Background: an optimization exercise with open tools, aiming at small area. Do not read the settings as production practice.
In this exercise RTL edits were held to simulation tests only and were not proved equivalent to the original.
Power and IR drop assume default switching activity.

rev 12:
// DSP
module DSP
(
    input clock,
    input i_reset,
    input [3:0] i_sw,
    output signed [10:0] fir_Q,
    output signed [10:0] fir_I,
    output [63:0] o_bits_count_Q,
    output [63:0] o_error_count_Q,
    output [63:0] o_bits_count_I,
    output [63:0] o_error_count_I
);
Size in the first run: ~3300 cells after synthesis, ~1300 flip-flops, ~280 I/O pins, about 53000 um^2 of cells after synthesis.
make LEC_CHECK=0 CAP_MARGIN=20 CORE_MARGIN=2 CORE_UTILIZATION=40 SLEW_MARGIN=20 SYNTH_HIERARCHICAL=1 finish   # period 10.0 ns
run.sh (not shown) runs the stock make flow with config.mk's settings and CLKGATE_MAP_FILE= SYNTH_SCRIPT=/design/flow/synth_recipe.tcl, a recipe that flattens the netlist after the stock synthesis.
Rev 12: full flow OK, the timing, design-rule and antenna checks passed
diff inputs: rev 12 => rev 13
- putting CTS_BUF_LIST at sky130_fd_sc_hd__clkbuf_4 where nothing was set
==> run summary <==
Compared with rev 12, rev 13 shows relative contribution of the clock network to total power lower by 2.2 points. Final-layout fill cell count was higher in rev 13 than in rev 12. Compared with rev 12, rev 13 shows a internal power summed over all cells that is 5.0% lower. Total wire length after detailed routing (rev 13 over rev 12): increase, 2.0%. When the final numbers for rev 13 and rev 12 were put side by side, the slack of the worst reg-to-reg path turned out to be smaller in rev 12. In the tables for rev 13 and rev 12, overall power consumption reads lower with rev 13. The final area on rev 12 is in line with that on rev 13.

========
Another version of the RTL of DSP (not shown whole).
For scale: ~3,200 cells after synthesis, ~1,300 flip-flops, about 280 I/O pins, ~52,000 um^2 of cells after synthesis.
==> flow/config.mk <==
export PLATFORM = sky130hd
export DESIGN_NAME = DSP
export DESIGN_NICKNAME = DSP
export VERILOG_FILES = /design/flow/design.v
export SDC_FILE = /design/flow/constraint.sdc
export NUM_CORES = 4
export LEC_CHECK = 0
export CAP_MARGIN = 20
export CORE_MARGIN = 2
export CORE_UTILIZATION = 40
export SLEW_MARGIN = 20
export SYNTH_HIERARCHICAL = 1
==> flow/constraint.sdc <==
create_clock -name core_clock -period 10.0 [get_ports {clock}]
set_input_delay 2.0000 -clock core_clock [delete_from_list [all_inputs] [get_ports {clock}]]
set_output_delay 2.0000 -clock core_clock [all_outputs]
set_load 0.01 [all_outputs]
standard.sh (not shown) runs the stock make flow with config.mk's settings and CLKGATE_MAP_FILE= SYNTH_SCRIPT=/design/flow/synth_recipe.tcl, a recipe that flattens the netlist after the stock synthesis.
==> flow/flow/run.sh <==
#!/bin/bash
# The standard layout (standard.sh, standard synthesis unchanged) with
# two changes: the port buffers use the smallest buffer cell, and clock tree
# synthesis clusters up to 24 sinks per leaf buffer without dummy loads.
set -euo pipefail
export BUFFER_PORTS_ARGS="-buffer_cell sky130_fd_sc_hd__buf_1"
export CTS_ARGS="-sink_clustering_enable -repair_clock_nets -dont_use_dummy_load -sink_clustering_size 24 -sink_clustering_max_diameter 70"
bash standard.sh > standard.log 2>&1
Edit:
==> flow/flow/run.sh (replaced) <==
#!/bin/bash
# The standard layout (standard.sh, standard synthesis unchanged) with
# two changes: the port buffers use the smallest buffer cell, and clock tree
# synthesis clusters up to 26 sinks per leaf buffer without dummy loads.
set -euo pipefail
export BUFFER_PORTS_ARGS="-buffer_cell sky130_fd_sc_hd__buf_1"
export CTS_ARGS="-sink_clustering_enable -repair_clock_nets -dont_use_dummy_load -sink_clustering_size 26 -sink_clustering_max_diameter 90"
bash standard.sh > standard.log 2>&1
After rerunning: Critical path depth does not change; via count hardly moves; synthesized cell count stays the same.
Edit:
--- a/flow/config.mk
+++ b/flow/config.mk
@@ -6,7 +6,8 @@
 export NUM_CORES = 4
 export LEC_CHECK = 0
-export CAP_MARGIN = 20
+export CAP_MARGIN = 10
 export CORE_MARGIN = 2
 export CORE_UTILIZATION = 40
-export SLEW_MARGIN = 20
+export GPL_TIMING_DRIVEN = 0
+export SLEW_MARGIN = 10
 export SYNTH_HIERARCHICAL = 1
After rerunning: The changed run completed without violations; sequential cell count stays the same; wire length grows slightly; total power grows slightly.

port drivers added, routing unchanged:
The flow's constraints put no driver on any port. The routed layouts listed below were extracted and timed again, unchanged, in two steps. Step 1 sets driving cells, clkbuf_16 on the clock port and buf_2 on the other inputs (assumed; they add their load-dependent delay and slew). Step 2 times the ports against the registers' clock, not the clock port: input delays grow and output delays shrink by t, the midpoint of the rising clock arrivals with the driver on. a / b / c = ideal ports / drivers / drivers and shift; a / b = the first two.
| run | t, ns | setup WS [ns] | latest minus earliest clock arrival (ns) |
|---|---|---|---|
| rev 12 | 0.821 | 2.733 / 2.733 / 2.733 | 0.028 / 0.028 |
| rev 13 | 1.269 | 2.761 / 2.761 / 2.761 | 0.102 / 0.102 |
| the first run of note 2 | 0.747 | 4.718 / 4.768 / 4.021 | 0.076 / 0.076 |
| the second run of note 2 | 0.754 | 4.718 / 4.770 / 4.016 | 0.112 / 0.111 |
| the third run of note 2 | 0.748 | 4.711 / 4.751 / 4.003 | 0.166 / 0.166 |
After both steps setup and hold are still met in every run listed. The setup slack of the third run of note 2, which loses most, moves by +0.040 ns with the drivers and by -0.708 ns with both steps.
